This is an optimization exercise on Yosys and OpenROAD, whose aim is small area, not a production implementation.
Only simulation tests tie the RTL to the original design; equivalence was not proved.
Power figures rest on the tool's default switching activity, not on a simulated workload.

==> flow/design.v (outline; a module is shown in full before it is edited, if it fits) <==
// module bin2seg: 15 lines
// module led_ctrl: 41 lines
// module segment: 22 lines
// module dot: 437 lines
// module textlcd: 295 lines
// module motor: 89 lines
// module piezo: 846 lines
// module top: 121 lines
module top(
	input clock_12MHz,
	input RESET,
	input Mode_Switch,
	input [8:0] KEY,
	input [3:0] LEFT_KEY,
	output wire [7:0] LED,
	output wire [3:0] FND_COM,
	output wire [7:0] FND_DATA,
	output wire [9:0] DOT_COL,
	output wire [13:0] DOT_RAW,
	output wire			LCD_RS,
	output wire			LCD_RW,
	output wire			LCD_EN,
	output wire	[7:0]		LCD_DATA,
	output wire [3:0] MOTOR_OUT,
	output wire			BUZZER
);
  // ...
==> flow/run.sh <==
#!/bin/bash
# synth_recipe.tcl (not shown) runs the flow's synth.tcl, then flattens the netlist and writes it again
# the make line also repeats each setting of config.mk as NAME=value (left out here)
make -C /OpenROAD-flow-scripts/flow DESIGN_CONFIG=/design/flow/config.mk WORK_HOME=/design/flow/orfs CLKGATE_MAP_FILE= SYNTH_SCRIPT=/design/flow/synth_recipe.tcl finish
==> flow/config.mk <==
export PLATFORM = sky130hd
export DESIGN_NAME = top
export DESIGN_NICKNAME = top
export VERILOG_FILES = /design/flow/design.v
export SDC_FILE = /design/flow/constraint.sdc
export NUM_CORES = 4
export LEC_CHECK = 0
export CAP_MARGIN = 20
export CORE_MARGIN = 2
export CORE_UTILIZATION = 40
export CTS_CLUSTER_DIAMETER = 150
export CTS_CLUSTER_SIZE = 20
export SLEW_MARGIN = 20
==> flow/constraint.sdc <==
create_clock -name core_clock -period 10.0 [get_ports {clock_12MHz}]
set_input_delay 2.0000 -clock core_clock [delete_from_list [all_inputs] [get_ports {clock_12MHz}]]
set_output_delay 2.0000 -clock core_clock [all_outputs]
set_load 0.01 [all_outputs]
==> impl_metrics.py, run 1 <==
metrics = {
    "placement": {
        "pre_cts_ws_ns": 4.195,
        "port_buffers": 70,
    },
    "sta": {
        "fin_ws_ns": 4.165,
        "setup_viol": 0,
        "worstMarginPinSlew_ns": 1.265,
        "hold_violations": 0,
    },
    "run_status": {
        "status": "complete, no violations",
    },
    "floorplan": {
        "die_y_um": 316.1,
        "start_util": 0.4034,
        "nWellTaps": 1276,
        "rows": 114,
    },
    "routing": {
        "route.met3.wl_mm": 9.128,
        "viasPerCell": 6.112,
        "top_layer": "met5",
    },
    "logic_synthesis": {
        "avgSynthCellArea_um2": 9.263,
        "synth_common_cells": "nand2_1, nor2_1, o21ai_0, dfrtp_1, edfxtp_1",
        "synth_top_area_cell": "edfxtp_1",
        "synth-edff-count": 287,
    },
    "power": {
        "power_leader": "sequential cells",
        "p_int_mw": 3.975,
        "p_sw_frac": 0.3230,
    },
    "critical_path": {
        "worstPathArrival_ns": 3.83,
        "crit_start": "Mode_Switch",
        "crit_top_cell": "clkdlybuf4s50_1",
    },
    "cells_and_area": {
        "largest_cell_class": "multi-input combinational cells",
    },
}
==> inputs of run 2 (changes only) <==
--- a/flow/design.v
+++ b/flow/design.v
@@ -321,16 +321,42 @@
 	end
 	if (K3 && Mode_Switch) begin
 		if (cnt_K3_on)
 			cnt_K3 <= (cnt_K3 > 16'd47999) ? 16'd0 : cnt_K3 + 16'd1;
 		else if (|KEY)
 			cnt_K3 <= 16'd0;
 	end
 end
+reg [3:0] k0r, k0c;
+always @* begin
+	case (ct)
+		4'd0: begin k0r = r0; k0c = c0; end
+		4'd2: begin k0r = r2; k0c = c2; end
+		4'd3: begin k0r = r3; k0c = c2; end
+		4'd5: begin k0r = r5; k0c = c2; end
+		4'd6: begin k0r = r6; k0c = c6; end
+		4'd7: begin k0r = r6; k0c = c7; end
+		4'd8: begin k0r = r8; k0c = c8; end
+		default: begin k0r = r0; k0c = c1; end
+	endcase
+end
+wire [6:0] k0rR = rowR(k0r);
+wire [9:0] k0cL = colL(k0c);
+wire [9:0] k0cF = colFL(k0c);
+function [6:0] rev7(input [6:0] v);
+	integer j;
+	for (j = 0; j < 7; j = j + 1) rev7[j] = v[6-j];
+endfunction
+function [9:0] rev10(input [9:0] v);
+	integer j;
+	for (j = 0; j < 10; j = j + 1) rev10[j] = v[9-j];
+endfunction
+wire [6:0] k0row = (ct == 4'd0 || ct == 4'd3 || ct == 4'd6) ? k0rR : rev7(k0rR);
+wire [9:0] k0col = (ct == 4'd1) ? k0cF : (ct == 4'd7) ? rev10(k0cF) : (ct[3] | ct[2]) ? rev10(k0cL) : k0cL;
 reg upd;
 reg [9:0] ncol;
 reg [6:0] nrow;		 
 wire [9:0] onehot_col = 10'd1 << co;
 reg [3:0] k1sel;	 
 reg [3:0] k3sel;	 
 reg k3b;
 always @* begin
@@ -345,61 +371,39 @@
 end
 always @* begin
 	upd = 1'b1;
 	ncol = 10'd0;
 	nrow = 7'd0;
 	if (K0) begin
 		if (SW[8]) begin
 			upd = 1'b0;
-			case (ct)
-				4'd0: if (SW[0]) begin
-					upd = 1'b1;
-					if (co == 4'd0) begin ncol = 10'b0000000001; nrow = rowR(r0); end
-					else if (co == 4'd1) begin ncol = colL(c0); nrow = 7'b1000000; end
-				end
-				4'd1: if (SW[1]) begin
-					upd = 1'b1; ncol = colFL(c1); nrow = 7'b1111111;
-				end
-				4'd2: if (SW[2]) begin
-					upd = 1'b1;
-					if (co <= 4'd3) begin ncol = 10'b0000000001; nrow = rowL(r2); end
-					else if (co >= 4'd6) begin ncol = colL(c2); nrow = 7'b0000001; end
-				end
-				4'd3: if (SW[3]) begin
-					upd = 1'b1; ncol = 10'b1111111111; nrow = rowR(r3);
-				end
-				4'd4: if (SW[4]) begin
-					upd = 1'b1;
-					case (co)
+			if (ct <= 4'd8 && SW[ct]) begin
+				upd = 1'b1;
+				case (ct)
+					4'd1, 4'd7: begin ncol = k0col; nrow = 7'b1111111; end
+					4'd3, 4'd5: begin ncol = 10'b1111111111; nrow = k0row; end
+					4'd4: case (co)
 						4'd0, 4'd9: begin ncol = 10'b1111111111; nrow = d4_4; end
 						4'd1, 4'd8: begin ncol = 10'b0111111110; nrow = d4_3; end
 						4'd2, 4'd7: begin ncol = 10'b0011111100; nrow = d4_2; end
 						4'd3, 4'd6: begin ncol = 10'b0001111000; nrow = d4_1; end
 						default:    begin ncol = 10'b0000110000; nrow = d4; end
 					endcase
-				end
-				4'd5: if (SW[5]) begin
-					upd = 1'b1; ncol = 10'b1111111111; nrow = rowL(r5);
-				end
-				4'd6: if (SW[6]) begin
-					upd = 1'b1;
-					if (co <= 4'd3) begin ncol = 10'b1000000000; nrow = rowR(r6); end
-					else if (co >= 4'd6) begin ncol = colR(c6); nrow = 7'b1000000; end
-				end
-				4'd7: if (SW[7]) begin
-					upd = 1'b1; ncol = colFR(c7); nrow = 7'b1111111;
-				end
-				4'd8: begin
-					upd = 1'b1;
-					if (co <= 4'd3) begin ncol = 10'b1000000000; nrow = rowL(r8); end
-					else if (co >= 4'd6) begin ncol = colR(c8); nrow = 7'b0000001; end
-				end
-				default: ;	 
-			endcase
+					default: begin	 
+						if (ct == 4'd0 ? co == 4'd0 : co <= 4'd3) begin
+							ncol = (ct[3] | ct[2]) ? 10'b1000000000 : 10'b0000000001;
+							nrow = k0row;
+						end else if (ct == 4'd0 ? co == 4'd1 : co >= 4'd6) begin
+							ncol = k0col;
+							nrow = (ct == 4'd2 || ct == 4'd8) ? 7'b0000001 : 7'b1000000;
+						end
+					end
+				endcase
+			end
 		end
 	end else if (K1) begin
 		if (co >= 4'd2 && co <= 4'd7) begin
 			case (k1sel)
 				4'd0: begin ncol = 10'b1111111111; nrow = 7'b1110111; end
 				4'd1: if (co <= 4'd4) begin ncol = 10'b1111111111; nrow = 7'b1110111; end
 				      else begin ncol = 10'b0000000111; nrow = 7'b0001000; end
 				4'd2: if (co <= 4'd4) begin ncol = 10'b1111111000; nrow = 7'b1110111; end
@@ -1073,16 +1077,347 @@
 always @ (posedge CLK or posedge RESET)
 	if (RESET) begin
 		Rec_on <= 1'b0;
 		Rec_y <= 20'd0;
 	end else begin
 		Rec_on <= rec_on_n;
 		Rec_y <= rec_on_n ? {status_Rec_n, cnt_Rec_n} : {3'd0, Rec_cnt_n};
 	end
+wire [1:0] tmode = LEFT_K0 ? 2'd0 : LEFT_K1 ? 2'd1 : 2'd2;
+reg [8:0] sw_nx;
+reg [8:0] t_note, t_b1, t_b0;    
+reg [3:0] t_sel;                  
+reg t_brk_v, t_brk;
+integer ti;
+always @* begin
+	case (tmode)
+		2'd0: begin t_note[0] = (status <= 7'd15) && !(status == 7'd9 || status == 7'd11); t_b1[0] = status == 7'd9 || status == 7'd11; t_b0[0] = status == 7'd10 || status == 7'd12;
+			sw_nx[0] = (SW[0] && (status > 7'd15 || (|(KEY & ~9'd1)))) ? 1'b0 : (KEY[0] | SW[0]); end
+		2'd1: begin t_note[0] = (status <= 7'd5); t_b1[0] = 1'b0; t_b0[0] = 1'b0;
+			sw_nx[0] = (SW[0] && (status > 7'd5 || (|(KEY & ~9'd1)))) ? 1'b0 : (KEY[0] | SW[0]); end
+		2'd2: begin t_note[0] = (status <= 7'd7); t_b1[0] = 1'b0; t_b0[0] = 1'b0;
+			sw_nx[0] = (SW[0] && (status > 7'd7 || (|(KEY & ~9'd1)))) ? 1'b0 : (KEY[0] | SW[0]); end
+		default: begin t_note[0] = 1'b0; t_b1[0] = 1'b0; t_b0[0] = 1'b0; sw_nx[0] = SW[0]; end
+	endcase
+	case (tmode)
+		2'd0: begin t_note[1] = (status <= 7'd7); t_b1[1] = 1'b0; t_b0[1] = 1'b0;
+			sw_nx[1] = (SW[1] && (status > 7'd7 || (|(KEY & ~9'd2)))) ? 1'b0 : (KEY[1] | SW[1]); end
+		2'd1: begin t_note[1] = (status <= 7'd2); t_b1[1] = 1'b0; t_b0[1] = 1'b0;
+			sw_nx[1] = (SW[1] && (status > 7'd2 || (|(KEY & ~9'd2)))) ? 1'b0 : (KEY[1] | SW[1]); end
+		2'd2: begin t_note[1] = (status <= 7'd7); t_b1[1] = 1'b0; t_b0[1] = 1'b0;
+			sw_nx[1] = (SW[1] && (status > 7'd7 || (|(KEY & ~9'd2)))) ? 1'b0 : (KEY[1] | SW[1]); end
+		default: begin t_note[1] = 1'b0; t_b1[1] = 1'b0; t_b0[1] = 1'b0; sw_nx[1] = SW[1]; end
+	endcase
+	case (tmode)
+		2'd0: begin t_note[2] = (status <= 7'd15) && !(status == 7'd1 || status == 7'd3 || status == 7'd11); t_b1[2] = status == 7'd1 || status == 7'd3 || status == 7'd11; t_b0[2] = status == 7'd2 || status == 7'd4 || status == 7'd12;
+			sw_nx[2] = (SW[2] && (status > 7'd15 || (|(KEY & ~9'd4)))) ? 1'b0 : (KEY[2] | SW[2]); end
+		2'd1: begin t_note[2] = (status <= 7'd5) && !(status == 7'd1 || status == 7'd4); t_b1[2] = status == 7'd1 || status == 7'd4; t_b0[2] = status == 7'd2 || status == 7'd5;
+			sw_nx[2] = (SW[2] && (status > 7'd5 || (|(KEY & ~9'd4)))) ? 1'b0 : (KEY[2] | SW[2]); end
+		2'd2: begin t_note[2] = (status <= 7'd7); t_b1[2] = 1'b0; t_b0[2] = 1'b0;
+			sw_nx[2] = (SW[2] && (status > 7'd7 || (|(KEY & ~9'd4)))) ? 1'b0 : (KEY[2] | SW[2]); end
+		default: begin t_note[2] = 1'b0; t_b1[2] = 1'b0; t_b0[2] = 1'b0; sw_nx[2] = SW[2]; end
+	endcase
+	case (tmode)
+		2'd0: begin t_note[3] = (status <= 7'd7); t_b1[3] = 1'b0; t_b0[3] = 1'b0;
+			sw_nx[3] = (SW[3] && (status > 7'd7 || (|(KEY & ~9'd8)))) ? 1'b0 : (KEY[3] | SW[3]); end
+		2'd1: begin t_note[3] = (status <= 7'd2); t_b1[3] = 1'b0; t_b0[3] = 1'b0;
+			sw_nx[3] = (SW[3] && (status > 7'd2 || (|(KEY & ~9'd8)))) ? 1'b0 : (KEY[3] | SW[3]); end
+		2'd2: begin t_note[3] = (status <= 7'd7); t_b1[3] = 1'b0; t_b0[3] = 1'b0;
+			sw_nx[3] = (SW[3] && (status > 7'd7 || (|(KEY & ~9'd8)))) ? 1'b0 : (KEY[3] | SW[3]); end
+		default: begin t_note[3] = 1'b0; t_b1[3] = 1'b0; t_b0[3] = 1'b0; sw_nx[3] = SW[3]; end
+	endcase
+	case (tmode)
+		2'd0: begin t_note[4] = (status <= 7'd31) && !(status == 7'd11 || status == 7'd20); t_b1[4] = status == 7'd11 || status == 7'd20; t_b0[4] = status == 7'd12 || status == 7'd21;
+			sw_nx[4] = (SW[4] && (status > 7'd31 || (|(KEY & ~9'd16)))) ? 1'b0 : (KEY[4] | SW[4]); end
+		2'd1: begin t_note[4] = (status <= 7'd2); t_b1[4] = 1'b0; t_b0[4] = 1'b0;
+			sw_nx[4] = (SW[4] && (status > 7'd2 || (|(KEY & ~9'd16)))) ? 1'b0 : (KEY[4] | SW[4]); end
+		2'd2: begin t_note[4] = (status <= 7'd7); t_b1[4] = 1'b0; t_b0[4] = 1'b0;
+			sw_nx[4] = (SW[4] && (status > 7'd7 || (|(KEY & ~9'd16)))) ? 1'b0 : (KEY[4] | SW[4]); end
+		default: begin t_note[4] = 1'b0; t_b1[4] = 1'b0; t_b0[4] = 1'b0; sw_nx[4] = SW[4]; end
+	endcase
+	case (tmode)
+		2'd0: begin t_note[5] = (status <= 7'd7) && !(status == 7'd5); t_b1[5] = status == 7'd5; t_b0[5] = status == 7'd6;
+			sw_nx[5] = (SW[5] && (status > 7'd7 || (|(KEY & ~9'd32)))) ? 1'b0 : (KEY[5] | SW[5]); end
+		2'd1: begin t_note[5] = (status <= 7'd5); t_b1[5] = 1'b0; t_b0[5] = 1'b0;
+			sw_nx[5] = (SW[5] && (status > 7'd5 || (|(KEY & ~9'd32)))) ? 1'b0 : (KEY[5] | SW[5]); end
+		2'd2: begin t_note[5] = (status <= 7'd7); t_b1[5] = 1'b0; t_b0[5] = 1'b0;
+			sw_nx[5] = (SW[5] && (status > 7'd7 || (|(KEY & ~9'd32)))) ? 1'b0 : (KEY[5] | SW[5]); end
+		default: begin t_note[5] = 1'b0; t_b1[5] = 1'b0; t_b0[5] = 1'b0; sw_nx[5] = SW[5]; end
+	endcase
+	case (tmode)
+		2'd0: begin t_note[6] = (status <= 7'd15) && !(status == 7'd9 || status == 7'd11); t_b1[6] = status == 7'd9 || status == 7'd11; t_b0[6] = status == 7'd10 || status == 7'd12;
+			sw_nx[6] = (SW[6] && (status > 7'd15 || (|(KEY & ~9'd64)))) ? 1'b0 : (KEY[6] | SW[6]); end
+		2'd1: begin t_note[6] = (status <= 7'd5) && !(status == 7'd1 || status == 7'd4); t_b1[6] = status == 7'd1 || status == 7'd4; t_b0[6] = status == 7'd2 || status == 7'd5;
+			sw_nx[6] = (SW[6] && (status > 7'd5 || (|(KEY & ~9'd64)))) ? 1'b0 : (KEY[6] | SW[6]); end
+		2'd2: begin t_note[6] = (status <= 7'd7); t_b1[6] = 1'b0; t_b0[6] = 1'b0;
+			sw_nx[6] = (SW[6] && (status > 7'd7 || (|(KEY & ~9'd64)))) ? 1'b0 : (KEY[6] | SW[6]); end
+		default: begin t_note[6] = 1'b0; t_b1[6] = 1'b0; t_b0[6] = 1'b0; sw_nx[6] = SW[6]; end
+	endcase
+	case (tmode)
+		2'd0: begin t_note[7] = (status <= 7'd7); t_b1[7] = 1'b0; t_b0[7] = 1'b0;
+			sw_nx[7] = (SW[7] && (status > 7'd7 || (|(KEY & ~9'd128)))) ? 1'b0 : (KEY[7] | SW[7]); end
+		2'd1: begin t_note[7] = (status <= 7'd5); t_b1[7] = 1'b0; t_b0[7] = 1'b0;
+			sw_nx[7] = (SW[7] && (status > 7'd5 || (|(KEY & ~9'd128)))) ? 1'b0 : (KEY[7] | SW[7]); end
+		2'd2: begin t_note[7] = (status <= 7'd7); t_b1[7] = 1'b0; t_b0[7] = 1'b0;
+			sw_nx[7] = (SW[7] && (status > 7'd7 || (|(KEY & ~9'd128)))) ? 1'b0 : (KEY[7] | SW[7]); end
+		default: begin t_note[7] = 1'b0; t_b1[7] = 1'b0; t_b0[7] = 1'b0; sw_nx[7] = SW[7]; end
+	endcase
+	case (tmode)
+		2'd0: begin t_note[8] = (status <= 7'd15) && !(status == 7'd1 || status == 7'd3); t_b1[8] = status == 7'd1 || status == 7'd3; t_b0[8] = status == 7'd2 || status == 7'd4;
+			sw_nx[8] = (SW[8] && (status > 7'd15 || (|(KEY & ~9'd256)))) ? 1'b0 : (KEY[8] | SW[8]); end
+		2'd1: begin t_note[8] = (status <= 7'd5) && !(status == 7'd1 || status == 7'd4); t_b1[8] = status == 7'd1 || status == 7'd4; t_b0[8] = status == 7'd2 || status == 7'd5;
+			sw_nx[8] = (SW[8] && (status > 7'd5 || (|(KEY & ~9'd256)))) ? 1'b0 : (KEY[8] | SW[8]); end
+		2'd2: begin t_note[8] = (status <= 7'd7); t_b1[8] = 1'b0; t_b0[8] = 1'b0;
+			sw_nx[8] = (SW[8] && (status > 7'd7 || (|(KEY & ~9'd256)))) ? 1'b0 : (KEY[8] | SW[8]); end
+		default: begin t_note[8] = 1'b0; t_b1[8] = 1'b0; t_b0[8] = 1'b0; sw_nx[8] = SW[8]; end
+	endcase
+	t_sel = 4'd15;
+	t_brk_v = 1'b0;
+	t_brk = 1'b0;
+	for (ti = 0; ti < 9; ti = ti + 1) begin
+		if (SW[ti] && t_note[ti]) t_sel = ti;
+		if (KEY[ti]) begin t_brk_v = 1'b1; t_brk = 1'b0; end
+		if (SW[ti] && t_b1[ti]) begin t_brk_v = 1'b1; t_brk = 1'b1; end
+		if (SW[ti] && t_b0[ti]) begin t_brk_v = 1'b1; t_brk = 1'b0; end
+	end
+end
+reg [4:0] t_code;
+always @* begin
+	case ({tmode, t_sel, status[4:0]})
+		{2'd0, 4'd0, 5'd0}: t_code = reg_mi;
+		{2'd0, 4'd0, 5'd1}: t_code = reg_mi;
+		{2'd0, 4'd0, 5'd2}: t_code = reg_mi;
+		{2'd0, 4'd0, 5'd3}: t_code = reg_re;
+		{2'd0, 4'd0, 5'd4}: t_code = reg_do;
+		{2'd0, 4'd0, 5'd5}: t_code = reg_do;
+		{2'd0, 4'd0, 5'd6}: t_code = reg_re;
+		{2'd0, 4'd0, 5'd7}: t_code = reg_re;
+		{2'd0, 4'd0, 5'd8}: t_code = reg_mi;
+		{2'd0, 4'd0, 5'd10}: t_code = reg_mi;
+		{2'd0, 4'd0, 5'd12}: t_code = reg_mi;
+		{2'd0, 4'd0, 5'd13}: t_code = reg_mi;
+		{2'd0, 4'd0, 5'd14}: t_code = reg_mi;
+		{2'd0, 4'd0, 5'd15}: t_code = reg_mi;
+		{2'd0, 4'd1, 5'd0}: t_code = reg_high_re;
+		{2'd0, 4'd1, 5'd1}: t_code = reg_high_re;
+		{2'd0, 4'd1, 5'd2}: t_code = reg_high_re;
+		{2'd0, 4'd1, 5'd3}: t_code = reg_high_re;
+		{2'd0, 4'd1, 5'd4}: t_code = reg_high_re;
+		{2'd0, 4'd1, 5'd5}: t_code = reg_high_re;
+		{2'd0, 4'd1, 5'd6}: t_code = reg_high_mi;
+		{2'd0, 4'd1, 5'd7}: t_code = reg_high_re;
+		{2'd0, 4'd2, 5'd0}: t_code = reg_re;
+		{2'd0, 4'd2, 5'd2}: t_code = reg_re;
+		{2'd0, 4'd2, 5'd4}: t_code = reg_re;
+		{2'd0, 4'd2, 5'd5}: t_code = reg_re;
+		{2'd0, 4'd2, 5'd6}: t_code = reg_re;
+		{2'd0, 4'd2, 5'd7}: t_code = reg_re;
+		{2'd0, 4'd2, 5'd8}: t_code = reg_mi;
+		{2'd0, 4'd2, 5'd9}: t_code = reg_mi;
+		{2'd0, 4'd2, 5'd10}: t_code = reg_sol;
+		{2'd0, 4'd2, 5'd12}: t_code = reg_sol;
+		{2'd0, 4'd2, 5'd13}: t_code = reg_sol;
+		{2'd0, 4'd2, 5'd14}: t_code = reg_sol;
+		{2'd0, 4'd2, 5'd15}: t_code = reg_sol;
+		{2'd0, 4'd3, 5'd0}: t_code = reg_high_do;
+		{2'd0, 4'd3, 5'd1}: t_code = reg_high_do;
+		{2'd0, 4'd3, 5'd2}: t_code = reg_high_do;
+		{2'd0, 4'd3, 5'd3}: t_code = reg_high_do;
+		{2'd0, 4'd3, 5'd4}: t_code = reg_high_do;
+		{2'd0, 4'd3, 5'd5}: t_code = reg_sol;
+		{2'd0, 4'd3, 5'd6}: t_code = reg_high_do;
+		{2'd0, 4'd3, 5'd7}: t_code = reg_high_re;
+		{2'd0, 4'd4, 5'd0}: t_code = reg_do;
+		{2'd0, 4'd4, 5'd1}: t_code = reg_do;
+		{2'd0, 4'd4, 5'd2}: t_code = reg_do;
+		{2'd0, 4'd4, 5'd3}: t_code = reg_do;
+		{2'd0, 4'd4, 5'd4}: t_code = reg_do;
+		{2'd0, 4'd4, 5'd5}: t_code = reg_high_do;
+		{2'd0, 4'd4, 5'd6}: t_code = reg_si;
+		{2'd0, 4'd4, 5'd7}: t_code = reg_ra;
+		{2'd0, 4'd4, 5'd8}: t_code = reg_ra;
+		{2'd0, 4'd4, 5'd9}: t_code = reg_ra;
+		{2'd0, 4'd4, 5'd10}: t_code = reg_ra;
+		{2'd0, 4'd4, 5'd12}: t_code = reg_ra;
+		{2'd0, 4'd4, 5'd13}: t_code = reg_ra;
+		{2'd0, 4'd4, 5'd14}: t_code = reg_sol;
+		{2'd0, 4'd4, 5'd15}: t_code = reg_mi;
+		{2'd0, 4'd4, 5'd16}: t_code = reg_mi;
+		{2'd0, 4'd4, 5'd17}: t_code = reg_mi;
+		{2'd0, 4'd4, 5'd18}: t_code = reg_mi;
+		{2'd0, 4'd4, 5'd19}: t_code = reg_mi;
+		{2'd0, 4'd4, 5'd21}: t_code = reg_mi;
+		{2'd0, 4'd4, 5'd22}: t_code = reg_mi;
+		{2'd0, 4'd4, 5'd23}: t_code = reg_re;
+		{2'd0, 4'd4, 5'd24}: t_code = reg_re;
+		{2'd0, 4'd4, 5'd25}: t_code = reg_re;
+		{2'd0, 4'd4, 5'd26}: t_code = reg_re;
+		{2'd0, 4'd4, 5'd27}: t_code = reg_re;
+		{2'd0, 4'd4, 5'd28}: t_code = reg_mi;
+		{2'd0, 4'd4, 5'd29}: t_code = reg_mi;
+		{2'd0, 4'd4, 5'd30}: t_code = reg_sol;
+		{2'd0, 4'd4, 5'd31}: t_code = reg_sol;
+		{2'd0, 4'd5, 5'd0}: t_code = reg_high_mi;
+		{2'd0, 4'd5, 5'd1}: t_code = reg_high_mi;
+		{2'd0, 4'd5, 5'd2}: t_code = reg_high_mi;
+		{2'd0, 4'd5, 5'd3}: t_code = reg_high_mi;
+		{2'd0, 4'd5, 5'd4}: t_code = reg_high_mi;
+		{2'd0, 4'd5, 5'd6}: t_code = reg_high_mi;
+		{2'd0, 4'd5, 5'd7}: t_code = reg_high_mi;
+		{2'd0, 4'd6, 5'd0}: t_code = reg_mi;
+		{2'd0, 4'd6, 5'd1}: t_code = reg_mi;
+		{2'd0, 4'd6, 5'd2}: t_code = reg_mi;
+		{2'd0, 4'd6, 5'd3}: t_code = reg_re;
+		{2'd0, 4'd6, 5'd4}: t_code = reg_do;
+		{2'd0, 4'd6, 5'd5}: t_code = reg_do;
+		{2'd0, 4'd6, 5'd6}: t_code = reg_re;
+		{2'd0, 4'd6, 5'd7}: t_code = reg_re;
+		{2'd0, 4'd6, 5'd8}: t_code = reg_mi;
+		{2'd0, 4'd6, 5'd10}: t_code = reg_mi;
+		{2'd0, 4'd6, 5'd12}: t_code = reg_mi;
+		{2'd0, 4'd6, 5'd13}: t_code = reg_mi;
+		{2'd0, 4'd6, 5'd14}: t_code = reg_mi;
+		{2'd0, 4'd6, 5'd15}: t_code = reg_mi;
+		{2'd0, 4'd7, 5'd0}: t_code = reg_high_do;
+		{2'd0, 4'd7, 5'd1}: t_code = reg_high_do;
+		{2'd0, 4'd7, 5'd2}: t_code = reg_high_do;
+		{2'd0, 4'd7, 5'd3}: t_code = reg_high_do;
+		{2'd0, 4'd7, 5'd4}: t_code = reg_high_do;
+		{2'd0, 4'd7, 5'd5}: t_code = reg_high_do;
+		{2'd0, 4'd7, 5'd6}: t_code = reg_high_do;
+		{2'd0, 4'd7, 5'd7}: t_code = reg_high_do;
+		{2'd0, 4'd8, 5'd0}: t_code = reg_re;
+		{2'd0, 4'd8, 5'd2}: t_code = reg_re;
+		{2'd0, 4'd8, 5'd4}: t_code = reg_mi;
+		{2'd0, 4'd8, 5'd5}: t_code = reg_mi;
+		{2'd0, 4'd8, 5'd6}: t_code = reg_re;
+		{2'd0, 4'd8, 5'd7}: t_code = reg_re;
+		{2'd0, 4'd8, 5'd8}: t_code = reg_do;
+		{2'd0, 4'd8, 5'd9}: t_code = reg_do;
+		{2'd0, 4'd8, 5'd10}: t_code = reg_do;
+		{2'd0, 4'd8, 5'd11}: t_code = reg_do;
+		{2'd0, 4'd8, 5'd12}: t_code = reg_do;
+		{2'd0, 4'd8, 5'd13}: t_code = reg_do;
+		{2'd0, 4'd8, 5'd14}: t_code = reg_do;
+		{2'd0, 4'd8, 5'd15}: t_code = reg_do;
+		{2'd1, 4'd0, 5'd0}: t_code = reg_re;
+		{2'd1, 4'd0, 5'd1}: t_code = reg_do_s;
+		{2'd1, 4'd0, 5'd2}: t_code = reg_low_ra;
+		{2'd1, 4'd0, 5'd3}: t_code = reg_low_pa_s;
+		{2'd1, 4'd0, 5'd4}: t_code = reg_low_mi;
+		{2'd1, 4'd0, 5'd5}: t_code = reg_low_re;
+		{2'd1, 4'd1, 5'd0}: t_code = reg_low_low_si;
+		{2'd1, 4'd1, 5'd1}: t_code = reg_low_do_s;
+		{2'd1, 4'd1, 5'd2}: t_code = reg_low_re;
+		{2'd1, 4'd2, 5'd0}: t_code = reg_low_pa_s;
+		{2'd1, 4'd2, 5'd2}: t_code = reg_low_ra;
+		{2'd1, 4'd2, 5'd3}: t_code = reg_low_mi;
+		{2'd1, 4'd2, 5'd5}: t_code = reg_low_ra;
+		{2'd1, 4'd3, 5'd0}: t_code = reg_low_pa_s;
+		{2'd1, 4'd3, 5'd1}: t_code = reg_low_pa_s;
+		{2'd1, 4'd3, 5'd2}: t_code = reg_low_pa_s;
+		{2'd1, 4'd4, 5'd0}: t_code = reg_low_do_s;
+		{2'd1, 4'd4, 5'd1}: t_code = reg_low_re;
+		{2'd1, 4'd4, 5'd2}: t_code = reg_low_mi;
+		{2'd1, 4'd5, 5'd0}: t_code = reg_low_si;
+		{2'd1, 4'd5, 5'd1}: t_code = reg_do_s;
+		{2'd1, 4'd5, 5'd2}: t_code = reg_re;
+		{2'd1, 4'd5, 5'd3}: t_code = reg_do_s;
+		{2'd1, 4'd5, 5'd4}: t_code = reg_low_si;
+		{2'd1, 4'd5, 5'd5}: t_code = reg_low_ra;
+		{2'd1, 4'd6, 5'd0}: t_code = reg_re;
+		{2'd1, 4'd6, 5'd2}: t_code = reg_ra;
+		{2'd1, 4'd6, 5'd3}: t_code = reg_do_s;
+		{2'd1, 4'd6, 5'd5}: t_code = reg_ra;
+		{2'd1, 4'd7, 5'd0}: t_code = reg_low_re;
+		{2'd1, 4'd7, 5'd1}: t_code = reg_low_re;
+		{2'd1, 4'd7, 5'd2}: t_code = reg_low_re;
+		{2'd1, 4'd7, 5'd3}: t_code = reg_low_re;
+		{2'd1, 4'd7, 5'd4}: t_code = reg_low_re;
+		{2'd1, 4'd7, 5'd5}: t_code = reg_low_re;
+		{2'd1, 4'd8, 5'd0}: t_code = reg_pa_s;
+		{2'd1, 4'd8, 5'd2}: t_code = reg_ra;
+		{2'd1, 4'd8, 5'd3}: t_code = reg_mi;
+		{2'd1, 4'd8, 5'd5}: t_code = reg_ra;
+		{2'd2, 4'd0, 5'd0}: t_code = reg_low_do;
+		{2'd2, 4'd0, 5'd1}: t_code = reg_low_mi;
+		{2'd2, 4'd0, 5'd2}: t_code = reg_low_sol;
+		{2'd2, 4'd0, 5'd3}: t_code = reg_do;
+		{2'd2, 4'd0, 5'd4}: t_code = reg_mi;
+		{2'd2, 4'd0, 5'd5}: t_code = reg_low_do;
+		{2'd2, 4'd0, 5'd6}: t_code = reg_low_sol;
+		{2'd2, 4'd0, 5'd7}: t_code = reg_low_mi;
+		{2'd2, 4'd1, 5'd0}: t_code = reg_low_re;
+		{2'd2, 4'd1, 5'd1}: t_code = reg_low_pa_s;
+		{2'd2, 4'd1, 5'd2}: t_code = reg_low_ra;
+		{2'd2, 4'd1, 5'd3}: t_code = reg_re;
+		{2'd2, 4'd1, 5'd4}: t_code = reg_pa_s;
+		{2'd2, 4'd1, 5'd5}: t_code = reg_re;
+		{2'd2, 4'd1, 5'd6}: t_code = reg_low_ra;
+		{2'd2, 4'd1, 5'd7}: t_code = reg_low_pa_s;
+		{2'd2, 4'd2, 5'd0}: t_code = reg_low_mi;
+		{2'd2, 4'd2, 5'd1}: t_code = reg_low_sol_s;
+		{2'd2, 4'd2, 5'd2}: t_code = reg_low_si;
+		{2'd2, 4'd2, 5'd3}: t_code = reg_mi;
+		{2'd2, 4'd2, 5'd4}: t_code = reg_sol_s;
+		{2'd2, 4'd2, 5'd5}: t_code = reg_mi;
+		{2'd2, 4'd2, 5'd6}: t_code = reg_low_si;
+		{2'd2, 4'd2, 5'd7}: t_code = reg_low_sol_s;
+		{2'd2, 4'd3, 5'd0}: t_code = reg_low_pa;
+		{2'd2, 4'd3, 5'd1}: t_code = reg_low_ra;
+		{2'd2, 4'd3, 5'd2}: t_code = reg_do;
+		{2'd2, 4'd3, 5'd3}: t_code = reg_pa;
+		{2'd2, 4'd3, 5'd4}: t_code = reg_ra;
+		{2'd2, 4'd3, 5'd5}: t_code = reg_pa;
+		{2'd2, 4'd3, 5'd6}: t_code = reg_do;
+		{2'd2, 4'd3, 5'd7}: t_code = reg_low_ra;
+		{2'd2, 4'd4, 5'd0}: t_code = reg_low_sol;
+		{2'd2, 4'd4, 5'd1}: t_code = reg_low_si;
+		{2'd2, 4'd4, 5'd2}: t_code = reg_re;
+		{2'd2, 4'd4, 5'd3}: t_code = reg_sol;
+		{2'd2, 4'd4, 5'd4}: t_code = reg_si;
+		{2'd2, 4'd4, 5'd5}: t_code = reg_sol;
+		{2'd2, 4'd4, 5'd6}: t_code = reg_re;
+		{2'd2, 4'd4, 5'd7}: t_code = reg_low_si;
+		{2'd2, 4'd5, 5'd0}: t_code = reg_low_ra;
+		{2'd2, 4'd5, 5'd1}: t_code = reg_do_s;
+		{2'd2, 4'd5, 5'd2}: t_code = reg_mi;
+		{2'd2, 4'd5, 5'd3}: t_code = reg_ra;
+		{2'd2, 4'd5, 5'd4}: t_code = reg_high_do_s;
+		{2'd2, 4'd5, 5'd5}: t_code = reg_ra;
+		{2'd2, 4'd5, 5'd6}: t_code = reg_mi;
+		{2'd2, 4'd5, 5'd7}: t_code = reg_do_s;
+		{2'd2, 4'd6, 5'd0}: t_code = reg_low_si;
+		{2'd2, 4'd6, 5'd1}: t_code = reg_re_s;
+		{2'd2, 4'd6, 5'd2}: t_code = reg_pa_s;
+		{2'd2, 4'd6, 5'd3}: t_code = reg_si;
+		{2'd2, 4'd6, 5'd4}: t_code = reg_high_re;
+		{2'd2, 4'd6, 5'd5}: t_code = reg_si;
+		{2'd2, 4'd6, 5'd6}: t_code = reg_pa_s;
+		{2'd2, 4'd6, 5'd7}: t_code = reg_re_s;
+		{2'd2, 4'd7, 5'd0}: t_code = reg_do;
+		{2'd2, 4'd7, 5'd1}: t_code = reg_mi;
+		{2'd2, 4'd7, 5'd2}: t_code = reg_sol;
+		{2'd2, 4'd7, 5'd3}: t_code = reg_high_do;
+		{2'd2, 4'd7, 5'd4}: t_code = reg_high_mi;
+		{2'd2, 4'd7, 5'd5}: t_code = reg_high_do;
+		{2'd2, 4'd7, 5'd6}: t_code = reg_sol;
+		{2'd2, 4'd7, 5'd7}: t_code = reg_mi;
+		{2'd2, 4'd8, 5'd0}: t_code = reg_re;
+		{2'd2, 4'd8, 5'd1}: t_code = reg_pa_s;
+		{2'd2, 4'd8, 5'd2}: t_code = reg_ra;
+		{2'd2, 4'd8, 5'd3}: t_code = reg_high_re;
+		{2'd2, 4'd8, 5'd4}: t_code = reg_high_pa_s;
+		{2'd2, 4'd8, 5'd5}: t_code = reg_high_re;
+		{2'd2, 4'd8, 5'd6}: t_code = reg_ra;
+		{2'd2, 4'd8, 5'd7}: t_code = reg_pa_s;
+		default: t_code = 5'd0;
+	endcase
+end
 always @ (posedge CLK or posedge RESET)
 begin
 	if(RESET)
 	begin
 		buzzer_counter_max <= 5'd0;
 		reg_break <=0;
 		SW[0]<=0;
 		SW[1]<=0;
@@ -1107,375 +1442,22 @@
 			Rec_play <=0;
 			reg_break<=1;end	
 		else if(LEFT_KEY[2]==1) begin
 			reg_break<=1;			
 			end	
 		else if(LEFT_KEY[3]==1) begin
 			Rec_play <=0;
 			reg_break<=1;end	
-		if(LEFT_K0==1) 
-		begin
-			if(KEY[0]==1)begin
-				SW[0]<=1;
-				reg_break<=0;end
-			if(SW[0]==1)
-			begin
-				case(status)                                             
-					7'd0	:	buzzer_counter_max <= reg_mi; 
-					7'd1	:	buzzer_counter_max <= reg_mi;
-					7'd2	:	buzzer_counter_max <= reg_mi;
-					7'd3	:	buzzer_counter_max <= reg_re;
-					7'd4	:	buzzer_counter_max <= reg_do;
-					7'd5	:	buzzer_counter_max <= reg_do;
-					7'd6	:	buzzer_counter_max <= reg_re;
-					7'd7	:	buzzer_counter_max <= reg_re;
-					7'd8	:	buzzer_counter_max <= reg_mi;
-					7'd9	:	reg_break<=1;
-					7'd10	:	begin reg_break<=0; buzzer_counter_max <= reg_mi; end
-					7'd11	:	reg_break<=1;
-					7'd12	:	begin reg_break<=0; buzzer_counter_max <= reg_mi; end
-					7'd13	:	buzzer_counter_max <= reg_mi;
-					7'd14	:	buzzer_counter_max <= reg_mi;
-					7'd15	:	buzzer_counter_max <= reg_mi;
-				endcase
-				if(status>7'd15||KEY[1]==1||KEY[2]==1||KEY[3]==1||KEY[4]==1||KEY[5]==1||KEY[6]==1||KEY[7]==1||KEY[8]==1)
-					SW[0]<=0;	
-			end
-			if(KEY[1]==1)begin
-				SW[1]<=1;
-				reg_break<=0;end
-			if(SW[1]==1)
-			begin
-				case(status)
-					7'd0	:	buzzer_counter_max <= reg_high_re; 
-					7'd1	:	buzzer_counter_max <= reg_high_re; 
-					7'd2	:	buzzer_counter_max <= reg_high_re; 
-					7'd3	:	buzzer_counter_max <= reg_high_re; 
-					7'd4	:	buzzer_counter_max <= reg_high_re; 
-					7'd5	:	buzzer_counter_max <= reg_high_re; 
-					7'd6	:	buzzer_counter_max <= reg_high_mi; 
-					7'd7	:	buzzer_counter_max <= reg_high_re; 
-				endcase
-				if(status>7'd7||KEY[0]==1||KEY[2]==1||KEY[3]==1||KEY[4]==1||KEY[5]==1||KEY[6]==1||KEY[7]==1||KEY[8]==1)
-					SW[1]<=0;	
-			end
-			if(KEY[2]==1)begin
-				SW[2]<=1;
-				reg_break<=0;end
-			if(SW[2]==1)
-			begin
-				case(status)                                              
-					7'd0	:	buzzer_counter_max <= reg_re; 
-					7'd1	:	reg_break<=1;
-					7'd2	:	begin reg_break<=0; buzzer_counter_max <= reg_re; end
-					7'd3	:	reg_break<=1;
-					7'd4	:	begin reg_break<=0; buzzer_counter_max <= reg_re; end
-					7'd5	:	buzzer_counter_max <= reg_re;
-					7'd6	:	buzzer_counter_max <= reg_re;
-					7'd7	:	buzzer_counter_max <= reg_re;
-					7'd8	:	buzzer_counter_max <= reg_mi;
-					7'd9	:	buzzer_counter_max <= reg_mi;
-					7'd10	:	buzzer_counter_max <= reg_sol;
-					7'd11	:	reg_break<=1;
-					7'd12	:	begin reg_break<=0; buzzer_counter_max <= reg_sol; end
-					7'd13	:	buzzer_counter_max <= reg_sol;
-					7'd14	:	buzzer_counter_max <= reg_sol;
-					7'd15	:	buzzer_counter_max <= reg_sol;
-				endcase
-				if(status>7'd15||KEY[0]==1||KEY[1]==1||KEY[3]==1||KEY[4]==1||KEY[5]==1||KEY[6]==1||KEY[7]==1||KEY[8]==1)
-					SW[2]<=0;	
-			end
-			if(KEY[3]==1)begin
-				SW[3]<=1;
-				reg_break<=0;end
-			if(SW[3]==1)
-			begin
-				case(status)
-					7'd0	:	buzzer_counter_max <= reg_high_do; 
-					7'd1	:	buzzer_counter_max <= reg_high_do; 
-					7'd2	:	buzzer_counter_max <= reg_high_do; 
-					7'd3	:	buzzer_counter_max <= reg_high_do; 
-					7'd4	:	buzzer_counter_max <= reg_high_do;
-					7'd5	:	buzzer_counter_max <= reg_sol;
-					7'd6	:	buzzer_counter_max <= reg_high_do;
-					7'd7	:	buzzer_counter_max <= reg_high_re;
-				endcase
-				if(status>7'd7||KEY[0]==1||KEY[1]==1||KEY[2]==1||KEY[4]==1||KEY[5]==1||KEY[6]==1||KEY[7]==1||KEY[8]==1)
-					SW[3]<=0;	
-			end
-			if(KEY[4]==1)begin
-				SW[4]<=1;
-				reg_break<=0;end
-			if(SW[4]==1)
-			begin
-				case(status)
-					7'd0	:	buzzer_counter_max <= reg_do; 
-					7'd1	:	buzzer_counter_max <= reg_do; 
-					7'd2	:	buzzer_counter_max <= reg_do; 
-					7'd3	:	buzzer_counter_max <= reg_do; 
-					7'd4	:	buzzer_counter_max <= reg_do; 
-					7'd5	:	buzzer_counter_max <= reg_high_do; 
-					7'd6	:	buzzer_counter_max <= reg_si;
-					7'd7	:	buzzer_counter_max <= reg_ra;
-					7'd8	:	buzzer_counter_max <= reg_ra;
-					7'd9	:	buzzer_counter_max <= reg_ra;
-					7'd10	:	buzzer_counter_max <= reg_ra;
-					7'd11	:	reg_break<=1; 
-					7'd12	:	begin reg_break<=0; buzzer_counter_max <= reg_ra; end
-					7'd13	:	buzzer_counter_max <= reg_ra;
-					7'd14	:	buzzer_counter_max <= reg_sol;
-					7'd15	:	buzzer_counter_max <= reg_mi;
-					7'd16	:	buzzer_counter_max <= reg_mi;
-					7'd17	:	buzzer_counter_max <= reg_mi;
-					7'd18	:	buzzer_counter_max <= reg_mi;
-					7'd19	:	buzzer_counter_max <= reg_mi;
-					7'd20	:	reg_break<=1;
-					7'd21	:	begin reg_break<=0; buzzer_counter_max <= reg_mi; end
-					7'd22	:	buzzer_counter_max <= reg_mi;
-					7'd23	:	buzzer_counter_max <= reg_re;
-					7'd24	:	buzzer_counter_max <= reg_re;
-					7'd25	:	buzzer_counter_max <= reg_re;
-					7'd26	:	buzzer_counter_max <= reg_re;
-					7'd27	:	buzzer_counter_max <= reg_re;
-					7'd28	:	buzzer_counter_max <= reg_mi;
-					7'd29	:	buzzer_counter_max <= reg_mi;
-					7'd30	:	buzzer_counter_max <= reg_sol;
-					7'd31	:	buzzer_counter_max <= reg_sol;
-				endcase
-				if(status>7'd31||KEY[0]==1||KEY[1]==1||KEY[2]==1||KEY[3]==1||KEY[5]==1||KEY[6]==1||KEY[7]==1||KEY[8]==1)
-					SW[4]<=0;	
-			end
-			if(KEY[5]==1)begin
-				SW[5]<=1;
-				reg_break<=0;end
-			if(SW[5]==1)
-			begin
-				case(status)
-					7'd0	:	buzzer_counter_max <= reg_high_mi; 
-					7'd1	:	buzzer_counter_max <= reg_high_mi;
-					7'd2	:	buzzer_counter_max <= reg_high_mi;
-					7'd3	:	buzzer_counter_max <= reg_high_mi;
-					7'd4	:	buzzer_counter_max <= reg_high_mi;
-					7'd5	:	reg_break<=1;
-					7'd6	:	begin reg_break<=0; buzzer_counter_max <= reg_high_mi; end
-					7'd7	:	buzzer_counter_max <= reg_high_mi;
-				endcase
-				if(status>7'd7||KEY[0]==1||KEY[1]==1||KEY[2]==1||KEY[3]==1||KEY[4]==1||KEY[6]==1||KEY[7]==1||KEY[8]==1)
-					SW[5]<=0;	
-			end
-			if(KEY[6]==1)begin
-				SW[6]<=1;
-				reg_break<=0;end
-			if(SW[6]==1)
-			begin
-				case(status)                                            
-					7'd0	:	buzzer_counter_max <= reg_mi; 
-					7'd1	:	buzzer_counter_max <= reg_mi;
-					7'd2	:	buzzer_counter_max <= reg_mi;
-					7'd3	:	buzzer_counter_max <= reg_re;
-					7'd4	:	buzzer_counter_max <= reg_do;
-					7'd5	:	buzzer_counter_max <= reg_do;
-					7'd6	:	buzzer_counter_max <= reg_re;
-					7'd7	:	buzzer_counter_max <= reg_re;
-					7'd8	:	buzzer_counter_max <= reg_mi;
-					7'd9	:	reg_break<=1;
-					7'd10	:	begin reg_break<=0; buzzer_counter_max <= reg_mi; end
-					7'd11	:	reg_break<=1;
-					7'd12	:	begin reg_break<=0; buzzer_counter_max <= reg_mi; end
-					7'd13	:	buzzer_counter_max <= reg_mi;
-					7'd14	:	buzzer_counter_max <= reg_mi;
-					7'd15	:	buzzer_counter_max <= reg_mi;
-				endcase
-				if(status>7'd15||KEY[0]==1||KEY[1]==1||KEY[2]==1||KEY[3]==1||KEY[4]==1||KEY[5]==1||KEY[7]==1||KEY[8]==1)
-					SW[6]<=0;	
-			end
-			if(KEY[7]==1)begin
-				SW[7]<=1;
-				reg_break<=0;end
-			if(SW[7]==1)
-			begin
-				case(status)
-					7'd0	:	buzzer_counter_max <= reg_high_do;
-					7'd1	:	buzzer_counter_max <= reg_high_do;
-					7'd2	:	buzzer_counter_max <= reg_high_do;
-					7'd3	:	buzzer_counter_max <= reg_high_do;
-					7'd4	:	buzzer_counter_max <= reg_high_do;
-					7'd5	:	buzzer_counter_max <= reg_high_do;
-					7'd6	:	buzzer_counter_max <= reg_high_do;
-					7'd7	:	buzzer_counter_max <= reg_high_do;
-				endcase
-				if(status>7'd7||KEY[0]==1||KEY[1]==1||KEY[2]==1||KEY[3]==1||KEY[4]==1||KEY[5]==1||KEY[6]==1||KEY[8]==1)
-					SW[7]<=0;	
-			end
-			if(KEY[8]==1)begin
-				SW[8]<=1;
-				reg_break<=0;end
-			if(SW[8]==1)
-			begin
-				case(status)                                                 
-					7'd0	:	buzzer_counter_max <= reg_re; 
-					7'd1	:	reg_break<=1;
-					7'd2	:	begin reg_break<=0; buzzer_counter_max <= reg_re; end
-					7'd3	:	reg_break<=1;
-					7'd4	:	begin reg_break<=0; buzzer_counter_max <= reg_mi; end
-					7'd5	:	buzzer_counter_max <= reg_mi;
-					7'd6	:	buzzer_counter_max <= reg_re;
-					7'd7	:	buzzer_counter_max <= reg_re;
-					7'd8	:	buzzer_counter_max <= reg_do;
-					7'd9	:	buzzer_counter_max <= reg_do;
-					7'd10	:	buzzer_counter_max <= reg_do;
-					7'd11	:	buzzer_counter_max <= reg_do;
-					7'd12	:	buzzer_counter_max <= reg_do;
-					7'd13	:	buzzer_counter_max <= reg_do;
-					7'd14	:	buzzer_counter_max <= reg_do;
-					7'd15	:	buzzer_counter_max <= reg_do;
-				endcase
-				if(status>7'd15||KEY[0]==1||KEY[1]==1||KEY[2]==1||KEY[3]==1||KEY[4]==1||KEY[5]==1||KEY[6]==1||KEY[7]==1)
-					SW[8]<=0;	
-			end
-		end		 
-		else if(LEFT_K1==1)
-		begin
-			if(KEY[0]==1)begin
-				SW[0]<=1;
-				reg_break<=0;end
-			if(SW[0]==1)
-			begin
-				case(status)                                             
-					7'd0	:	buzzer_counter_max <= reg_re; 
-					7'd1	:	buzzer_counter_max <= reg_do_s; 
-					7'd2	:	buzzer_counter_max <= reg_low_ra; 
-					7'd3	:	buzzer_counter_max <= reg_low_pa_s; 
-					7'd4	:	buzzer_counter_max <= reg_low_mi; 
-					7'd5	:	buzzer_counter_max <= reg_low_re; 		
-				endcase
-				if(status>7'd5||KEY[1]==1||KEY[2]==1||KEY[3]==1||KEY[4]==1||KEY[5]==1||KEY[6]==1||KEY[7]==1||KEY[8]==1)
-					SW[0]<=0;	
-			end
-			if(KEY[1]==1)begin
-				SW[1]<=1;
-				reg_break<=0;end
-			if(SW[1]==1)
-			begin
-				case(status)                                             
-					7'd0	:	buzzer_counter_max <= reg_low_low_si; 
-					7'd1	:	buzzer_counter_max <= reg_low_do_s; 
-					7'd2	:	buzzer_counter_max <= reg_low_re; 		
-				endcase
-				if(status>7'd2||KEY[0]==1||KEY[2]==1||KEY[3]==1||KEY[4]==1||KEY[5]==1||KEY[6]==1||KEY[7]==1||KEY[8]==1)
-					SW[1]<=0;	
-			end
-			if(KEY[2]==1)begin
-				SW[2]<=1;
-				reg_break<=0;end
-			if(SW[2]==1)
-			begin
-				case(status)                                             
-					7'd0	:	buzzer_counter_max <= reg_low_pa_s; 
-					7'd1	:	reg_break<=1;
-					7'd2	:	begin reg_break<=0;	buzzer_counter_max <= reg_low_ra; end
-					7'd3	:	buzzer_counter_max <= reg_low_mi; 
-					7'd4	:	reg_break<=1;
-					7'd5	:	begin reg_break<=0;	buzzer_counter_max <= reg_low_ra; end
-				endcase
-				if(status>7'd5||KEY[0]==1||KEY[1]==1||KEY[3]==1||KEY[4]==1||KEY[5]==1||KEY[6]==1||KEY[7]==1||KEY[8]==1)
-					SW[2]<=0;	
-			end	
-			if(KEY[3]==1)begin
-				SW[3]<=1;
-				reg_break<=0;end
-			if(SW[3]==1)
-			begin
-				case(status)                                             
-					7'd0	:	buzzer_counter_max <= reg_low_pa_s; 
-					7'd1	:	buzzer_counter_max <= reg_low_pa_s; 
-					7'd2	:	buzzer_counter_max <= reg_low_pa_s;
-				endcase
-				if(status>7'd2||KEY[0]==1||KEY[1]==1||KEY[2]==1||KEY[4]==1||KEY[5]==1||KEY[6]==1||KEY[7]==1||KEY[8]==1)
-					SW[3]<=0;	
-			end
-			if(KEY[4]==1)begin
-				SW[4]<=1;
-				reg_break<=0;end
-			if(SW[4]==1)
-			begin
-				case(status)                                             
-					7'd0	:	buzzer_counter_max <= reg_low_do_s; 
-					7'd1	:	buzzer_counter_max <= reg_low_re; 
-					7'd2	:	buzzer_counter_max <= reg_low_mi; 		
-				endcase
-				if(status>7'd2||KEY[0]==1||KEY[1]==1||KEY[2]==1||KEY[3]==1||KEY[5]==1||KEY[6]==1||KEY[7]==1||KEY[8]==1)
-					SW[4]<=0;	
-			end
-			if(KEY[5]==1)begin
-				SW[5]<=1;
-				reg_break<=0;end
-			if(SW[5]==1)
-			begin
-				case(status)                                             
-					7'd0	:	buzzer_counter_max <= reg_low_si; 
-					7'd1	:	buzzer_counter_max <= reg_do_s; 
-					7'd2	:	buzzer_counter_max <= reg_re; 
-					7'd3	:	buzzer_counter_max <= reg_do_s; 
-					7'd4	:	buzzer_counter_max <= reg_low_si; 
-					7'd5	:	buzzer_counter_max <= reg_low_ra;
-				endcase
-				if(status>7'd5||KEY[0]==1||KEY[1]==1||KEY[2]==1||KEY[3]==1||KEY[4]==1||KEY[6]==1||KEY[7]==1||KEY[8]==1)
-					SW[5]<=0;	
-			end
-			if(KEY[6]==1)begin
-				SW[6]<=1;
-				reg_break<=0;end
-			if(SW[6]==1)
-			begin
-				case(status)                                             
-					7'd0	:	buzzer_counter_max <= reg_re; 
-					7'd1	:	reg_break<=1;
-					7'd2	:	begin reg_break<=0;	buzzer_counter_max <= reg_ra; end
-					7'd3	:	buzzer_counter_max <= reg_do_s; 
-					7'd4	:	reg_break<=1;
-					7'd5	:	begin reg_break<=0;	buzzer_counter_max <= reg_ra; end
-				endcase
-				if(status>7'd5||KEY[0]==1||KEY[1]==1||KEY[2]==1||KEY[3]==1||KEY[4]==1||KEY[5]==1||KEY[7]==1||KEY[8]==1)
-					SW[6]<=0;	
-			end	
-			if(KEY[7]==1)begin
-				SW[7]<=1;
-				reg_break<=0;end
-			if(SW[7]==1)
-			begin
-				case(status)                                             
-					7'd0	:	buzzer_counter_max <= reg_low_re; 
-					7'd1	:	buzzer_counter_max <= reg_low_re; 
-					7'd2	:	buzzer_counter_max <= reg_low_re; 		
-					7'd3	:	buzzer_counter_max <= reg_low_re; 
-					7'd4	:	buzzer_counter_max <= reg_low_re; 
-					7'd5	:	buzzer_counter_max <= reg_low_re; 
-				endcase
-				if(status>7'd5||KEY[0]==1||KEY[1]==1||KEY[2]==1||KEY[3]==1||KEY[4]==1||KEY[5]==1||KEY[6]==1||KEY[8]==1)
-					SW[7]<=0;	
-			end
-			if(KEY[8]==1)begin
-				SW[8]<=1;
-				reg_break<=0;end
-			if(SW[8]==1)
-			begin
-				case(status)                                             
-					7'd0	:	buzzer_counter_max <= reg_pa_s; 
-					7'd1	:	reg_break<=1;
-					7'd2	:	begin reg_break<=0;	buzzer_counter_max <= reg_ra; end
-					7'd3	:	buzzer_counter_max <= reg_mi; 
-					7'd4	:	reg_break<=1;
-					7'd5	:	begin reg_break<=0;	buzzer_counter_max <= reg_ra; end
-				endcase
-				if(status>7'd5||KEY[0]==1||KEY[1]==1||KEY[2]==1||KEY[3]==1||KEY[4]==1||KEY[5]==1||KEY[6]==1||KEY[7]==1)
-					SW[8]<=0;	
-			end	
-		end 
+		if (LEFT_K0 | LEFT_K1) begin
+				SW[0] <= sw_nx[0]; SW[1] <= sw_nx[1]; SW[2] <= sw_nx[2]; SW[3] <= sw_nx[3]; SW[4] <= sw_nx[4];
+				SW[5] <= sw_nx[5]; SW[6] <= sw_nx[6]; SW[7] <= sw_nx[7]; SW[8] <= sw_nx[8];
+				if (t_sel != 4'd15) buzzer_counter_max <= t_code;
+				if (t_brk_v) reg_break <= t_brk;
+		end
 		else if(LEFT_K2==1)
 		begin
 			if(LEFT_KEY[2]==1)
 			begin
 				if(Rec_on ==0)
 				begin
 						if(Rec_cnt >17'd71999)
 								Rec_play <=0;
@@ -1525,180 +1507,21 @@
 				else if(KEY[2])	buzzer_counter_max <= reg_mi;
 				else if(KEY[3])	buzzer_counter_max <= reg_pa;
 				else if(KEY[4])	buzzer_counter_max <= reg_sol;
 				else if(KEY[5])	buzzer_counter_max <= reg_ra;
 				else if(KEY[6])	buzzer_counter_max <= reg_si;
 				else if(KEY[7])	buzzer_counter_max <= reg_high_do;
 				else if(KEY[8])	buzzer_counter_max <= reg_high_re;
 			end
-			else
-			begin
-				if(KEY[0]==1)begin
-					SW[0]<=1;
-					reg_break<=0;end
-				if(SW[0]==1)
-				begin
-					case(status)                                             
-						7'd0	:	buzzer_counter_max <= reg_low_do; 
-						7'd1	:	buzzer_counter_max <= reg_low_mi;
-						7'd2	:	buzzer_counter_max <= reg_low_sol;
-						7'd3	:	buzzer_counter_max <= reg_do;
-						7'd4	:	buzzer_counter_max <= reg_mi;
-						7'd5	:	buzzer_counter_max <= reg_low_do;
-						7'd6	:	buzzer_counter_max <= reg_low_sol;
-						7'd7	:	buzzer_counter_max <= reg_low_mi;
-					endcase
-					if(status>7'd7||KEY[1]==1||KEY[2]==1||KEY[3]==1||KEY[4]==1||KEY[5]==1||KEY[6]==1||KEY[7]==1||KEY[8]==1)
-						SW[0]<=0;	
-				end
-				if(KEY[1]==1)begin
-					SW[1]<=1;
-					reg_break<=0;end
-				if(SW[1]==1)
-				begin
-					case(status)                                             
-						7'd0	:	buzzer_counter_max <= reg_low_re; 
-						7'd1	:	buzzer_counter_max <= reg_low_pa_s;
-						7'd2	:	buzzer_counter_max <= reg_low_ra;
-						7'd3	:	buzzer_counter_max <= reg_re;
-						7'd4	:	buzzer_counter_max <= reg_pa_s;
-						7'd5	:	buzzer_counter_max <= reg_re;
-						7'd6	:	buzzer_counter_max <= reg_low_ra;
-						7'd7	:	buzzer_counter_max <= reg_low_pa_s;
-					endcase
-					if(status>7'd7||KEY[0]==1||KEY[2]==1||KEY[3]==1||KEY[4]==1||KEY[5]==1||KEY[6]==1||KEY[7]==1||KEY[8]==1)
-						SW[1]<=0;	
-				end
-				if(KEY[2]==1)begin
-					SW[2]<=1;
-					reg_break<=0;end
-				if(SW[2]==1)
-				begin
-					case(status)                                             
-						7'd0	:	buzzer_counter_max <= reg_low_mi; 
-						7'd1	:	buzzer_counter_max <= reg_low_sol_s;
-						7'd2	:	buzzer_counter_max <= reg_low_si;
-						7'd3	:	buzzer_counter_max <= reg_mi;
-						7'd4	:	buzzer_counter_max <= reg_sol_s;
-						7'd5	:	buzzer_counter_max <= reg_mi;
-						7'd6	:	buzzer_counter_max <= reg_low_si;
-						7'd7	:	buzzer_counter_max <= reg_low_sol_s;
-					endcase
-					if(status>7'd7||KEY[0]==1||KEY[1]==1||KEY[3]==1||KEY[4]==1||KEY[5]==1||KEY[6]==1||KEY[7]==1||KEY[8]==1)
-						SW[2]<=0;	
-				end
-				if(KEY[3]==1)begin
-					SW[3]<=1;
-					reg_break<=0;end
-				if(SW[3]==1)
-				begin
-					case(status)                                             
-						7'd0	:	buzzer_counter_max <= reg_low_pa; 
-						7'd1	:	buzzer_counter_max <= reg_low_ra;
-						7'd2	:	buzzer_counter_max <= reg_do;
-						7'd3	:	buzzer_counter_max <= reg_pa;
-						7'd4	:	buzzer_counter_max <= reg_ra;
-						7'd5	:	buzzer_counter_max <= reg_pa;
-						7'd6	:	buzzer_counter_max <= reg_do;
-						7'd7	:	buzzer_counter_max <= reg_low_ra;
-					endcase
-					if(status>7'd7||KEY[0]==1||KEY[1]==1||KEY[2]==1||KEY[4]==1||KEY[5]==1||KEY[6]==1||KEY[7]==1||KEY[8]==1)
-						SW[3]<=0;	
-				end
-				if(KEY[4]==1)begin
-					SW[4]<=1;
-					reg_break<=0;end
-				if(SW[4]==1)
-				begin
-					case(status)                                             
-						7'd0	:	buzzer_counter_max <= reg_low_sol; 
-						7'd1	:	buzzer_counter_max <= reg_low_si;
-						7'd2	:	buzzer_counter_max <= reg_re;
-						7'd3	:	buzzer_counter_max <= reg_sol;
-						7'd4	:	buzzer_counter_max <= reg_si;
-						7'd5	:	buzzer_counter_max <= reg_sol;
-						7'd6	:	buzzer_counter_max <= reg_re;
-						7'd7	:	buzzer_counter_max <= reg_low_si;
-					endcase
-					if(status>7'd7||KEY[0]==1||KEY[1]==1||KEY[2]==1||KEY[3]==1||KEY[5]==1||KEY[6]==1||KEY[7]==1||KEY[8]==1)
-						SW[4]<=0;	
-				end
-				if(KEY[5]==1)begin
-					SW[5]<=1;
-					reg_break<=0;end
-				if(SW[5]==1)
-				begin
-					case(status)                                             
-						7'd0	:	buzzer_counter_max <= reg_low_ra; 
-						7'd1	:	buzzer_counter_max <= reg_do_s;
-						7'd2	:	buzzer_counter_max <= reg_mi;
-						7'd3	:	buzzer_counter_max <= reg_ra;
-						7'd4	:	buzzer_counter_max <= reg_high_do_s;
-						7'd5	:	buzzer_counter_max <= reg_ra;
-						7'd6	:	buzzer_counter_max <= reg_mi;
-						7'd7	:	buzzer_counter_max <= reg_do_s;
-					endcase
-					if(status>7'd7||KEY[0]==1||KEY[1]==1||KEY[2]==1||KEY[3]==1||KEY[4]==1||KEY[6]==1||KEY[7]==1||KEY[8]==1)
-						SW[5]<=0;	
-				end
-				if(KEY[6]==1)begin
-					SW[6]<=1;
-					reg_break<=0;end
-				if(SW[6]==1)
-				begin
-					case(status)                                             
-						7'd0	:	buzzer_counter_max <= reg_low_si; 
-						7'd1	:	buzzer_counter_max <= reg_re_s;
-						7'd2	:	buzzer_counter_max <= reg_pa_s;
-						7'd3	:	buzzer_counter_max <= reg_si;
-						7'd4	:	buzzer_counter_max <= reg_high_re;
-						7'd5	:	buzzer_counter_max <= reg_si;
-						7'd6	:	buzzer_counter_max <= reg_pa_s;
-						7'd7	:	buzzer_counter_max <= reg_re_s;
-					endcase
-					if(status>7'd7||KEY[0]==1||KEY[1]==1||KEY[2]==1||KEY[3]==1||KEY[4]==1||KEY[5]==1||KEY[7]==1||KEY[8]==1)
-						SW[6]<=0;	
-				end
-				if(KEY[7]==1)begin
-					SW[7]<=1;
-					reg_break<=0;end
-				if(SW[7]==1)
-				begin
-					case(status)                                             
-						7'd0	:	buzzer_counter_max <= reg_do; 
-						7'd1	:	buzzer_counter_max <= reg_mi;
-						7'd2	:	buzzer_counter_max <= reg_sol;
-						7'd3	:	buzzer_counter_max <= reg_high_do;
-						7'd4	:	buzzer_counter_max <= reg_high_mi;
-						7'd5	:	buzzer_counter_max <= reg_high_do;
-						7'd6	:	buzzer_counter_max <= reg_sol;
-						7'd7	:	buzzer_counter_max <= reg_mi;
-					endcase
-					if(status>7'd7||KEY[0]==1||KEY[1]==1||KEY[2]==1||KEY[3]==1||KEY[4]==1||KEY[5]==1||KEY[6]==1||KEY[8]==1)
-						SW[7]<=0;	
-				end
-				if(KEY[8]==1)begin
-					SW[8]<=1;
-					reg_break<=0;end
-				if(SW[8]==1)
-				begin
-					case(status)                                             
-						7'd0	:	buzzer_counter_max <= reg_re; 
-						7'd1	:	buzzer_counter_max <= reg_pa_s;
-						7'd2	:	buzzer_counter_max <= reg_ra;
-						7'd3	:	buzzer_counter_max <= reg_high_re;
-						7'd4	:	buzzer_counter_max <= reg_high_pa_s;
-						7'd5	:	buzzer_counter_max <= reg_high_re;
-						7'd6	:	buzzer_counter_max <= reg_ra;
-						7'd7	:	buzzer_counter_max <= reg_pa_s;
-					endcase
-					if(status>7'd7||KEY[0]==1||KEY[1]==1||KEY[2]==1||KEY[3]==1||KEY[4]==1||KEY[5]==1||KEY[6]==1||KEY[7]==1)
-						SW[8]<=0;	
-				end
+			else begin
+				SW[0] <= sw_nx[0]; SW[1] <= sw_nx[1]; SW[2] <= sw_nx[2]; SW[3] <= sw_nx[3]; SW[4] <= sw_nx[4];
+				SW[5] <= sw_nx[5]; SW[6] <= sw_nx[6]; SW[7] <= sw_nx[7]; SW[8] <= sw_nx[8];
+				if (t_sel != 4'd15) buzzer_counter_max <= t_code;
+				if (t_brk_v) reg_break <= t_brk;
 			end
 		end 
 	end	
 end
 always @ (posedge CLK or posedge RESET)
 begin
 	if(RESET)
 		buzzer_counter <= 12'd0;
==> run 2 against run 1 <==
Sequential share of layout area up 1.2 points; largest cell class unchanged; clock power shrank 2%; critical endpoint is now piezo.buzzer_counter_max[4]; routed wire length down 7.9%; still clean on timing, DRC and antenna; via count fell by 5.5%; total power down 2.2%; synthesized area shrank 2.9%; critical path depth is 9 higher.
==> impl_metrics.py, run 2 <==
metrics = {
    "run_status": {
        "status": "complete, no violations",
    },
    "logic_synthesis": {
        "synth_common_cells": "nand2_1, nor2_1, o21ai_0, dfrtp_1, edfxtp_1",
        "yosysMostFrequentCell": "nand2_1",
        "avgSynthCellArea_um2": 9.314,
        "synth_top_area_cell": "edfxtp_1",
        "async_flop_share": 0.5401,
        "synth-edff-count": 287,
        "syn_inst": 4062,
        "yosys_warnings": 9,
    },
    "cells_and_area": {
        "regMostFlops": "piezo.Rec",
        "area_growth_syn_to_layout_pct": 7.339,
        "num-fill-cells": 9012,
        "largest_register_ffs": 256,
    },
    "power": {
        "p_seq_frac": 0.519,
        "p_sw_frac": 0.3099,
        "p_per_area_mw_per_mm2": 141.5,
        "p_switching_mw": 1.780,
        "p_int_mw": 3.965,
    },
    "sta": {
        "hold_violations": 0,
        "fmax_mhz": 176.5,
        "slew_headroom": 0.2244,
        "rsz0062_at_grt": "false",
        "period_minus_slack_ns": 5.667,
        "worstMarginPinSlew_ns": 1.153,
        "setup_viol": 0,
    },
    "floorplan": {
        "rows": 112,
        "dieArea_mm2": 0.09706,
        "die_w_um": 311.5,
        "start_util": 0.4048,
        "die_y_um": 311.5,
    },
    "critical_path": {
        "end_kind": "flop",
        "worstPathArrival_ns": 6.16,
        "reg2reg_depth": 13,
        "cp_max_fo": 40,
        "timing.rr.end": "piezo.buzzer_counter_max[4]",
    },
    "global_route": {
        "gr-total-overflow": 0,
        "grt_pass1_wl_mm": 170.2,
    },
    "routing": {
        "route.vias.total": 31350,
        "viasPerCell": 5.965,
        "wire_per_inst_um": 20.64,
        "drc": 0,
    },
    "placement": {
        "place_inst": 5186,
        "place_hpwl_mm": 74.50,
        "port_buffers": 70,
    },
    "clock_network": {
        "cts.sink_count": 624,
        "clk_pin_slew_ns": 0.10,
        "post_cts_buffers": 0,
        "clk_latency_ns": 0.62,
    },
    "min_path": {
        "hp-start": "segment.cnt[10]",
    },
}
[run 2: cell count changes after synthesis, moves of 22 or more]
cell     delta
nor3_1     -24
mux2i_1    -31
o21ai_0    -25
a21oi_1    +33
and3_1     -29
nand3_1    -22
ha_1       -37
nand2_1    +41
[run 2: cell type report]
| cell class | count | area share |
|---|---|---|
| clock inverters | 4 | 0.002619 |
| flip-flops and latches | 624 | 0.4211 |
| diodes | 2 | 0.0001232 |
| multi-input cells | 3050 | 0.4725 |
| inverters | 140 | 0.01303 |
| well taps | 1254 | 0.03864 |
| clock buffers | 64 | 0.02530 |
| repair buffers | 118 | 0.02674 |
[run 2: worst max-delay path by stage]
stage / start / to / slack (ns)
CTS: Mode_Switch / LED[3] / 4.33
finish: piezo.status[0] / piezo.buzzer_counter_max[4] / 4.33
detailed placement: Mode_Switch / LED[3] / 4.33
global placement: Mode_Switch / LED[0] / 4.36
floorplan: RESET / K0 / 3.52
global route: piezo.status[0] / piezo.buzzer_counter_max[4] / 3.96
[run 2: kinds of logic (layout without fill, tap and decap cells)]
logic type	count (synthesis)	count (layout)	share of synthesized area
xor gates and xnor gates	143	143	0.03311
AOI/OAI and AO/OA	1178	1178	0.1967
muxes	104	104	0.05014
other	2	7	0.0001985
adders and majority gates	120	120	0.03988
DFF	624	624	0.4517
and+or+nand+nor	1500	1500	0.1858
buffers and inverters	391	326	0.04246
[run 2: per-stage QoR]
stage / cell area, µm² / worst slack [ns] / hold slack, ns / power [mW] / utilization
6_report: 40610 / 4.333 / 0.4722 / 5.745 / 0.4345
5_1_grt: 40610 / 3.958 / 0.4968 / 6.038 / 0.4345
4_1_cts: 40600 / 4.333 / 0.4761 / 5.784 / 0.4344
3_5_place_dp: 39470 / 4.332 / 0.4575 / 4.143 / 0.4223
3_3_place_gp: 39470 / 4.361 / 0.4480 / 4.140 / 0.4222
2_1_floorplan: 37850 / 3.520 / 0.4337 / 3.818 / -
[run 2: layer usage]
metal / routed length (µm) / vias up / track usage
met5: 0 / - / 0
met4: 3796 / 0 / 0.08004
met1: 48290 / 15180 / 0.3074
li1: - / 14740 / -
met3: 6887 / 243 / 0.02642
met2: 49520 / 1188 / 0.3383
[run 2: power by group through the flow]
stage	Clock, mW	Sequential (mW)	Combinational [mW]
floorplan	0	2.94	0.875
global placement	0	3.03	1.11
detailed placement	0	3.03	1.11
CTS	1.69	2.98	1.12
global route	1.78	3.00	1.26
finish	1.63	2.98	1.13
[run 2: worst max-delay path, cell delays in order, from the launching register on]
cell and delay, ns:
dfrtp_4 0.76, buf_4 0.64, ha_1 0.78, and4bb_1 0.34
a2111oi_1 0.49, a22o_1 0.48, nor2_1 0.22, nand2_1 0.16
or3_1 0.43, nor3_1 0.08, a311o_1 0.32, nand4bb_1 0.24
nor4_1 0.43, a31oi_1 0.13

separate check: timing with driven ports:
The results above use ideal ports. As a check the final layouts listed here were re-extracted and re-timed, cells and wires unchanged.
Step 1: set_driving_cell puts a clkbuf_16 on clock_12MHz and a buf_2 on each other input, an assumption about the parent block.
Step 2 also shifts input and output timing later by t, the mid clock arrival at the registers, as if the neighbouring blocks saw the same clock.
a / b / c = no drivers / after step 1 / after step 2; a / b = the first two.
run | shift t [ns] | setup WS [ns]
run 1 | 0.689 | 4.165 / 4.140 / 4.140
run 2 | 0.667 | 4.333 / 4.306 / 4.306
After both steps every run listed still meets setup and hold.
